What follows belongs to an exercise in optimizing a design on an open flow for small area, a short achievable clock period and few clock cycles per item; a production flow would make more cautious choices.
Only simulation tests tie the RTL to the original design; equivalence was not proved.
No activity file was given, so power comes from the tool's default toggle rates.

Setup of xenon:
==> flow/design.v (excerpt) <==
module mul (
    input wire clk,
    input wire reset,
    input wire rd_en,
    input wire wr_en,
    input wire [31:0] wr_data_1,
    input wire [31:0] wr_data_2,
    output wire [63:0] rd_data,
    output reg wr_ready,
    output reg rd_ready,
    output reg rd_val
);
Size: ~3200 cells after synthesis, roughly 140 I/O pins, ~36000 um^2 of cells after synthesis.
==> flow/config.mk <==
export PLATFORM = sky130hd
export DESIGN_NAME = mul
export DESIGN_NICKNAME = mul
export VERILOG_FILES = /design/flow/design.v
export SDC_FILE = /design/flow/constraint.sdc
export NUM_CORES = 4
export LEC_CHECK = 0
export ABC_AREA = 1
export CAP_MARGIN = 20
export CORE_MARGIN = 2
export CORE_UTILIZATION = 40
export CTS_CLUSTER_DIAMETER = 110
export CTS_CLUSTER_SIZE = 22
export PLACE_DENSITY = 0.5
export SLEW_MARGIN = 20
export SYNTH_HIERARCHICAL = 1
==> flow/constraint.sdc <==
create_clock -name core_clock -period 11.0 [get_ports {clk}]
set_input_delay 2.2000 -clock core_clock [delete_from_list [all_inputs] [get_ports {clk}]]
set_output_delay 2.2000 -clock core_clock [all_outputs]
set_load 0.01 [all_outputs]
standard.sh (not shown) runs the stock make flow with config.mk's settings and CLKGATE_MAP_FILE= SYNTH_SCRIPT=/design/flow/synth_recipe.tcl, a recipe that flattens the netlist after the stock synthesis.
==> flow/flow/run.sh <==
#!/bin/bash
set -euo pipefail
MARGIN=7.5
bash standard.sh SETUP_SLACK_MARGIN=$MARGIN \
  "BUFFER_PORTS_ARGS=-buffer_cell sky130_fd_sc_hd__buf_2" \
  finish > standard_flow.log 2>&1
xenon went all the way through synthesis, placement and routing and the layout is clean on timing, DRC and antenna.
Testbench counts of xenon, summed over its fixed seeds: cycles 536, items 512.
--- input diff xenon..maple ---
Settings: PLACE_DENSITY: 0.5 -> 0.75.
### Flow results
maple finished end to end and its layout was clean on timing, DRC and antenna. Row via count: maple higher / xenon lower. Going from xenon to maple, routing usage on met2 shrinks by 4.6 points. Between maple and xenon, end-of-flow core utilization is higher for xenon, maple comes in under that. Compared with xenon, in maple maximum VDD drop went up by 0.072 mV; first-pass GRT wire length lower.
### maple -> fjord
Settings: an added TNS_END_PERCENT of 0; a deleted PLACE_DENSITY that had been 0.75.
Notes after the runs:
- Taking maple as the reference, in fjord average routed wire per standard cell went up, final wirelength went up 3.3%, area of placed instances now sits at about the same level, arrival time at the worst endpoint grew by 0.09 ns.
- Diff fjord and maple: setup slack lower in fjord
- Sequential-cell power consumption of maple is on par with fjord.
- fjord vs maple: sequential share of layout area up in fjord
--- input diff fjord..amber ---
Settings: a deleted TNS_END_PERCENT that had been 0.
--- a/flow/flow/run.sh
+++ b/flow/flow/run.sh
@@ -2,3 +2,3 @@
 set -euo pipefail
-MARGIN=7.5
+MARGIN=7.44
 bash standard.sh SETUP_SLACK_MARGIN=$MARGIN \
Results
The final layout from amber, which completed every stage, passed the timing, design-rule and antenna checks at the end of the flow.
Delta (amber minus fjord): post-route non-filler standard cell count went down 0.34%, number of vias per cell barely changed, number of cells upsized or downsized after cts moved up.
In the tables for amber and fjord, switching component of the power reads higher with amber.
Wire length of the first global-routing pass of amber exceeds that of fjord slightly.
Diff fjord -> amber | non-clock buffer count | down by a few percent
[amber] power rose 0.000063 W relative to fjord
Delta (amber minus fjord): overall routed net length lower; core utilization roughly the same; transition time at the pin with the least slew margin higher.

* * *

Another version of the RTL of mul (not shown whole).
For scale: ~3200 cells after synthesis, ~36000 um2 of cells after synthesis.
==> flow/config.mk <==
export PLATFORM = sky130hd
export DESIGN_NAME = mul
export DESIGN_NICKNAME = mul
export VERILOG_FILES = /design/flow/design.v
export SDC_FILE = /design/flow/constraint.sdc
export NUM_CORES = 4
export LEC_CHECK = 0
export ABC_AREA = 1
export CAP_MARGIN = 20
export CORE_MARGIN = 2
export CORE_UTILIZATION = 40
export CTS_CLUSTER_DIAMETER = 150
export CTS_CLUSTER_SIZE = 30
export SLEW_MARGIN = 20
export SYNTH_HIERARCHICAL = 1
==> flow/constraint.sdc <==
create_clock -name core_clock -period 11.0 [get_ports {clk}]
set_input_delay 2.2000 -clock core_clock [delete_from_list [all_inputs] [get_ports {clk}]]
set_output_delay 2.2000 -clock core_clock [all_outputs]
set_load 0.01 [all_outputs]
==> flow/flow/run.sh <==
#!/bin/bash
set -euo pipefail
MARGIN=7.5
bash standard.sh SETUP_SLACK_MARGIN=$MARGIN \
  "BUFFER_PORTS_ARGS=-buffer_cell sky130_fd_sc_hd__buf_2" \
  finish > standard_flow.log 2>&1
Testbench counts at the start, summed over its fixed seeds: cycles 536, items 512.
Then changed:
- CTS_CLUSTER_DIAMETER: 150 -> default
- CTS_CLUSTER_SIZE: 30 -> default
The changed run ran to the end with no violations.
Combinational power is lower by about 0.9%.
Total power is higher by 4.9%.
Worst setup slack gains 0.020 ns.
Final area is higher by 2.6%.
First-iteration DRC count is higher by 1.3%.
Critical path depth does not change.
Hold slack loses 0.0066 ns.
Wire length is higher by 0.92%.
Sequential power hardly moves.
Via count is higher by 0.83%.
Synthesized cell count does not change.
Then changed:
- CORE_UTILIZATION: 40 -> 50
What happened: The changed run completed with no timing, DRC or antenna violations; design area drops by 0.37%; cell count drops by 4.8%; clock power climbs by about 4%; flip-flop and latch count stays the same.
Then changed:
--- a/flow/flow/run.sh
+++ b/flow/flow/run.sh
@@ -3 +3 @@
-MARGIN=7.5
+MARGIN=7.4
- CORE_UTILIZATION: 50 -> 40
The new run ran to the end with no violations.
Synthesized area stays the same.
Synthesized cell count does not change.
Routed wire length went down slightly.
Sequential share of layout area is about the same.
Non-clock buffer count went down by 5.
Count of clock-buffer cells in the layout went down by 5.
Then changed:
--- a/flow/flow/run.sh
+++ b/flow/flow/run.sh
@@ -3 +3 @@
-MARGIN=7.4
+MARGIN=7.5
- CTS_BUF_LIST: default -> sky130_fd_sc_hd__clkbuf_8
- CTS_CLUSTER_SIZE: default -> 24
=>
- register-to-register slack gets better by 0.09 ns
- fmax grows by 2.5%
- clock skew grows by 0.0076 ns
- die area stays the same
- power shrinks by 1.3%
- worst setup slack gets better by 0.090 ns
- via count shrinks by 0.56%
- core utilization grows by 0.15 points
- wire length grows by 0.38%

-- what the ideal ports hide --
The results above use ideal ports. As a check the final layouts listed here were re-extracted and re-timed, cells and wires unchanged. Step 1: set_driving_cell puts a clkbuf_16 on clk and a buf_2 on each other input, an assumption about the parent block. Step 2, shift: input delay + t, output delay - t, t = (earliest + latest rising clock arrival at the registers) / 2. This alone moves slack from input paths to output paths. Three values: no drivers, after step 1, after step 2; two values: the first two.
| run | t (ns) | setup slack, ns | latest minus earliest clock arrival (ns) | slew at the worst register clock pin (ns) |
|---|---|---|---|---|
| xenon | 0.684 | 7.505 / 7.505 / 6.998 | 0.042 / 0.041 | 0.10 / 0.10 |
| maple | 0.651 | 7.462 / 7.462 / 7.220 | 0.022 / 0.023 | 0.09 / 0.09 |
| fjord | 0.669 | 7.402 / 7.374 / 7.011 | 0.032 / 0.032 | 0.10 / 0.10 |
| amber | 0.656 | 7.441 / 7.418 / 7.026 | 0.034 / 0.034 | 0.10 / 0.10 |
| the first run of note 2 | 0.625 | 7.485 / 7.439 / 7.103 | 0.046 / 0.046 | 0.12 / 0.12 |
| the second run of note 2 | 0.664 | 7.504 / 7.488 / 7.048 | 0.022 / 0.022 | 0.07 / 0.07 |
| the third run of note 2 | 0.667 | 7.470 / 7.470 / 7.186 | 0.020 / 0.019 | 0.06 / 0.06 |
| the fourth run of note 2 | 0.663 | 7.380 / 7.380 / 6.899 | 0.029 / 0.029 | 0.07 / 0.07 |
| the fifth run of note 2 | 0.732 | 7.470 / 7.470 / 7.005 | 0.037 / 0.037 | 0.07 / 0.07 |
After both steps setup and hold are still met in every run listed. For xenon, which loses most, drivers alone change the setup slack by 0.000 ns; drivers and shift together by -0.507 ns.
